Background: an optimization exercise with open tools, aiming at small area. Do not read the settings as production practice. Where RTL was checked, it was by simulation tests only, not by an equivalence proof against the original. No activity file was given, so power comes from the tool's default toggle rates.

==> flow/design.v <==
module txnum #(
    parameter               I_CLK_FRQ = 96_000,
    parameter [20:0]        BAUD = 9600,
    parameter [0:0]         PARITY = 0,
    parameter [1:0]         STOP = 1,
    parameter [4:0]         RADIX = 10,
    parameter               SIZE = 32,
    parameter [4:0]         DIGITS = 0
) (
    input                   i_clk,
    input                   i_rst,
    input                   i_en,
    input signed [SIZE-1:0] i_data,
    output wire             o_tx,
    output wire             o_busy
);
    reg  [3:0] bd;
    wire tick = bd[3] & bd[1];
    wire [3:0] bd_inc = {bd[3] ^ (bd[2] & bd[1] & bd[0]), bd[2] ^ (bd[1] & bd[0]),
                         bd[1] ^ bd[0], ~bd[0]};
    always @(posedge i_clk)
        if (i_rst)      bd <= 4'd0;
        else if (tick)  bd <= 4'd1;
        else            bd <= bd_inc;
    localparam [1:0] S_IDLE = 2'd0, S_CALC = 2'd1, S_SIGN = 2'd2, S_SEND = 2'd3;
    reg  [1:0] st;
    assign o_busy = (st != S_IDLE);
    wire idle = (st == S_IDLE);
    reg  [3:0] u;
    reg  [1:0] ty;               
    wire       td = ty[1] & ~ty[0];
    wire       uidle = (u == 4'd15);
    wire [3:0] u_inc = {u[3] ^ (u[2] & u[1] & u[0]), u[2] ^ (u[1] & u[0]),
                        u[1] ^ u[0], ~u[0]};
    localparam [30:0] POL = 31'h2aaaaaaa;
    reg [30:0] w;
    wire [30:0] v = w ^ POL;
    reg  [4:0] ph;               
    reg        a0;               
    reg        ba;               
    reg  [3:0] m;                
    reg  [1:0] C;                
    wire       s = C[1];
    reg        G;                
    reg        Zh;               
    wire [4:0] ph_inc = {ph[4] ^ (ph[3] & ph[2] & ph[1] & ph[0]),
                         ph[3] ^ (ph[2] & ph[1] & ph[0]),
                         ph[2] ^ (ph[1] & ph[0]), ph[1] ^ ph[0], ~ph[0]};
    wire ph0  = (ph == 5'd0);
    wire ph30 = (ph == 5'd30);
    wire win    = td & ((u == 4'd10 & tick) | u == 4'd11 | u == 4'd12 | u == 4'd13);
    wire bstart = ph0 & win;
    wire bact   = ba | bstart;
    wire seen = C[0];
    wire vb   = v[0] ^ (s & seen);                   
    wire qa   = v[28] & ~(ph == 5'd1 | ph == 5'd2);  
    wire [2:0] cq;                                   
    wire [2:0] c1q;                                  
    wire q    = (ph == 5'd1) ? c1q[2] : cq[2];
    wire hb = bact ? q : vb;
    wire [2:0] hh = m[3:1];
    wire [2:0] hn;
    wire Gn = G | (hb & (ph >= 5'd5));
    wire ge10 = G | v[4] | (v[3] & (v[2] | v[1]));    
    assign hn[0] = (~hb & hh[0] & ~hh[1]) | (~bact & ~hh[0] & hh[1]) | (bact & hb & ~hh[0] & ~hh[1]) | (~bact & hb & hh[1]) | (~hb & ~hh[0] & hh[1]);
    assign hn[1] = (~hb & hh[2]) | (~hb & hh[0] & ~hh[1]) | (hb & ~hh[0] & hh[1]) | (bact & hh[2]) | (~bact & hb & ~hh[0] & ~hh[2]);
    assign hn[2] = (~hb & hh[0] & hh[1]) | (~bact & hb & hh[2]) | (bact & hb & hh[0] & ~hh[1]);
    assign cq[0] = (~v[0] & C[0]) | (~qa & C[1]) | (v[0] & C[1]) | (qa & C[0]) | (~v[0] & qa & ~C[1]);
    assign cq[1] = (~v[0] & qa & C[1]);
    assign cq[2] = (v[0] & ~qa & ~C[0]) | (~v[0] & qa & ~C[0]) | (~v[0] & ~qa & C[0]) | (v[0] & qa & C[0]);
    assign c1q[0] = (v[0] & hh[1]) | (~hh[0] & hh[1]) | (~v[0] & hh[0] & ~hh[1]);
    assign c1q[1] = (hh[2]) | (~v[0] & hh[0] & hh[1]);
    assign c1q[2] = (v[0] & ~hh[0]) | (~v[0] & hh[0]);
    genvar gi;
    wire [3:0] kk = ph[3:0];             
    wire k0  = ~(kk[3] | kk[2] | kk[1] | kk[0]);
    wire k10 = kk[3] & kk[1];
    wire [30:22] okk;
    wire [20:0] p5;
    assign p5[0] = 1'b1;
    assign p5[1] = 1'b0;
    assign p5[2] = (kk[0]);
    assign p5[3] = (kk[1]);
    assign p5[4] = (kk[1] & ~kk[2]) | (~kk[1] & kk[2]);
    assign p5[5] = (kk[3]) | (kk[0] & kk[1]) | (~kk[1] & kk[2]);
    assign p5[6] = (kk[3]) | (~kk[0] & ~kk[1] & kk[2]) | (kk[0] & kk[1] & ~kk[2]);
    assign p5[7] = (~kk[0] & kk[3]);
    assign p5[8] = (kk[3]) | (kk[1] & kk[2]);
    assign p5[9] = (~kk[0] & ~kk[1] & kk[2]);
    assign p5[10] = (kk[3]) | (~kk[0] & kk[1] & kk[2]) | (kk[0] & ~kk[1] & kk[2]);
    assign p5[11] = (kk[0] & kk[3]) | (~kk[0] & kk[1] & kk[2]) | (kk[0] & ~kk[1] & kk[2]);
    assign p5[12] = (kk[1] & kk[2]) | (~kk[0] & kk[3]);
    assign p5[13] = (kk[1] & kk[2]) | (~kk[0] & kk[3]);
    assign p5[14] = (kk[3]);
    assign p5[15] = (kk[3]);
    assign p5[16] = (kk[3]) | (kk[0] & kk[1] & kk[2]);
    assign p5[17] = 1'b0;
    assign p5[18] = (kk[3]);
    assign p5[19] = (kk[0] & kk[3]);
    assign p5[20] = (kk[0] & kk[3]);
    assign okk[22] = (~kk[3]) | (~kk[0]);
    assign okk[23] = (~kk[3]);
    assign okk[24] = (~kk[1] & ~kk[3]) | (kk[1] & ~kk[2]) | (~kk[0] & kk[2]);
    assign okk[25] = (~kk[1] & ~kk[3]) | (kk[1] & ~kk[2]);
    assign okk[26] = (~kk[2] & ~kk[3]) | (~kk[0] & ~kk[1] & kk[2]);
    assign okk[27] = (~kk[2] & ~kk[3]);
    assign okk[28] = (~kk[0] & ~kk[2] & ~kk[3]) | (~kk[1] & ~kk[2] & ~kk[3]);
    assign okk[29] = (~kk[1] & ~kk[2] & ~kk[3]);
    assign okk[30] = (~kk[0] & ~kk[1] & ~kk[2] & ~kk[3]);
    wire s_eff = s & ~k0;
    wire [21:0] g;
    assign g[0] = s_eff ? seen : 1'b1;
    assign g[1] = v[0] & g[0];
    generate for (gi = 1; gi < 21; gi = gi + 1) begin : g_cmp
        wire t = p5[gi] ^ ~s_eff;
        assign g[gi+1] = (v[gi] & g[gi]) | (v[gi] & t) | (g[gi] & t);
    end endgenerate
    wire [30:21] upo, upa;
    generate for (gi = 21; gi < 31; gi = gi + 1) begin : g_up
        wire ok = (gi == 21) ? 1'b1 : okk[gi];
        assign upo[gi] = ok & v[gi];
        assign upa[gi] = ~ok | v[gi];
    end endgenerate
    wire cmp = ~k10 & (s_eff ? (~g[21] | ~(&upa)) : (g[21] | (|upo)));
    reg f;
    always @(*) case (u)
        4'd6: f = 1'b0;
        4'd7: f = ty[1] ? (~ty[0] & m[0]) : ty[0];
        4'd8: f = ty[1] & (ty[0] | m[1]);
        4'd9: f = ty[1] ? (~ty[0] & m[2]) : ty[0];
        4'd10: f = ty[1] ? (ty[0] | m[3]) : ty[0];
        4'd11: f = ty[1] & ~ty[0];
        4'd12: f = ~(ty[1] & ty[0]);
        4'd13: f = 1'b0;
        4'd14: f = 1'b0;
        default: f = 1'b1;
    endcase
    assign o_tx = f;
    always @(posedge i_clk) begin
        if (i_rst) begin
            st <= S_IDLE;
            u  <= 4'd15;
        end else begin
            if (u == 4'd4 || (tick && !uidle)) u <= u_inc;
            else if (uidle && st == S_SIGN) begin
                u <= 4'd5; ty <= {1'b0, s};
            end else if (uidle && st == S_SEND) begin
                u <= 4'd4; ty <= {1'b1, ~Zh};
            end
            case (st)
            S_IDLE: if (i_en) st <= S_CALC;
            S_CALC: begin
                Zh <= ~k0;
                if (ph == 5'd1) G <= cmp;
                if (!cmp) st <= S_SIGN;
            end
            S_SIGN: st <= S_SEND;
            S_SEND: if (uidle && !Zh) st <= S_IDLE;
            endcase
        end
        if (idle) begin
            w  <= i_data[30:0] ^ POL;
            ph <= 5'd0;
            a0 <= 1'b1;
            ba <= 1'b0;
            C  <= {i_data[31], 1'b0};
            m  <= 4'd0;
        end else begin
            ph <= ph30 ? 5'd0 : ph_inc;
            w[28:0] <= v[29:1] ^ POL[28:0];
            w[29]   <= ((bact & ~ph0) ? q : v[30]) ^ POL[29];
            w[30]   <= (bact ? 1'b0 : (a0 ? vb : v[0])) ^ POL[30];
            if (ph30) a0 <= 1'b0;
            ba <= bact & ~ph30;
            if (a0) begin
                C[0] <= seen | v[0];
                if (ph0) m[0] <= vb;
                else     m[3:1] <= hn;
            end else if (bact) begin
                if (ph0) begin
                    G <= 1'b0;
                    Zh <= ge10;
                end else if (ph == 5'd1) begin
                    C <= c1q[1:0];
                    m <= {3'd0, q};
                end else begin
                    C <= cq[1:0];
                    m[3:1] <= hn;
                    G <= Gn;
                end
            end
        end
    end
endmodule
clock: 14.0 ns
lec_check: 0
abc_area: 1
cap_margin: 20
core_margin: 2
core_utilization: 70
slew_margin: 20
standard.sh (not shown) runs the stock make flow with config.mk's settings and CLKGATE_MAP_FILE= SYNTH_SCRIPT=/design/flow/synth_recipe.tcl, a recipe that flattens the netlist after the stock synthesis.
==> flow/flow/run.sh <==
#!/bin/bash
# The standard layout (ORFS with the standard flow's config.mk), with these changes,
# none of which touches the registers (same names, count and cell types as
# the standard synthesis):
# - synthesis without Yosys adder extraction (ADDER_MAP_FILE empty), and an
#   area-oriented ABC script in place of ORFS's abc_area.script: two rounds
#   of deepsyn, choices and area mapping, the last with more area-recovery
#   iterations;
# - plain buf_1 cells as the port buffers (every port still gets one);
# - TritonCTS with clkbuf_4 only, large sink clusters and no dummy loads.
# Each step's output goes to synth.log / standard.log here, and ORFS's own
# logs to orfs/logs.
set -euo pipefail
export ADDER_MAP_FILE=
export BUFFER_PORTS_ARGS="-buffer_cell sky130_fd_sc_hd__buf_1"
export CTS_ARGS="-sink_clustering_enable -repair_clock_nets -dont_use_dummy_load -sink_clustering_size 100 -sink_clustering_max_diameter 1000 -buf_list sky130_fd_sc_hd__clkbuf_4"
rm -rf scripts_abc
cp -r "$FLOW_HOME/scripts" scripts_abc
printf 'strash\n&get -n\n&deepsyn -J 100 -T 100\n&put\ndch -f\namap\nstrash\n&get -n\n&deepsyn -J 100 -T 100\n&put\ndch -f\namap -F 10 -A 30\ntopo\n' > scripts_abc/abc_area.script
SCRIPTS_DIR="$PWD/scripts_abc" bash standard.sh synth > synth.log 2>&1
bash standard.sh > standard.log 2>&1
Change:
--- a/flow/design.v
+++ b/flow/design.v
@@ -152,5 +152,4 @@
             S_CALC: begin
                 Zh <= ~k0;
-                if (ph == 5'd1) G <= cmp;
                 if (!cmp) st <= S_SIGN;
             end
@@ -166,4 +165,5 @@
             C  <= {i_data[31], 1'b0};
             m  <= 4'd0;
+            G  <= 1'b0;
         end else begin
             ph <= ph30 ? 5'd0 : ph_inc;
@@ -177,4 +177,5 @@
                 if (ph0) m[0] <= vb;
                 else     m[3:1] <= hn;
+                G <= Gn;
             end else if (bact) begin
                 if (ph0) begin
Outcome:
- The changed run produced a clean layout
- total power increases slightly
- worst hold slack got worse by 0.0052 ns
- cell count goes down by a few percent
- area after synthesis goes down slightly
- clock skew is higher by 0.0074 ns
- non-clock buffer count does not change
- cell area shrinks slightly
- routed wire length increases slightly
- global-route usage is higher by 1.9 points
Only the layout flow was run in the first run of this note; the RTL was not checked for function there.

[what the ideal ports hide]
In the flow no input, the clock included, has a driving cell. The finished layouts below were timed again as built, in two steps. Step 1: set_driving_cell puts a clkbuf_16 on i_clk and a buf_2 on each other input, an assumption about the parent block. Step 2 moves the port delays by t, midway between the first and last clock arrival at a register: inputs arrive t later, outputs are due t later. That takes back most of the time a late clock gives input paths. a / b / c = ideal ports / drivers / drivers and shift; a / b = the first two.
run	t, ns	slack for setup (ns)	worst setup path after step 2	worst data-port slew with drivers (ns)
the first run	0.394	9.052 / 9.051 / 9.051	register to register	0.03
the second run	0.410	7.824 / 7.824 / 7.824	register to register	0.03
After both steps setup and hold are still met in every run listed. For the first run, which loses most, drivers alone change the setup slack by -0.001 ns; drivers and shift together by -0.001 ns.
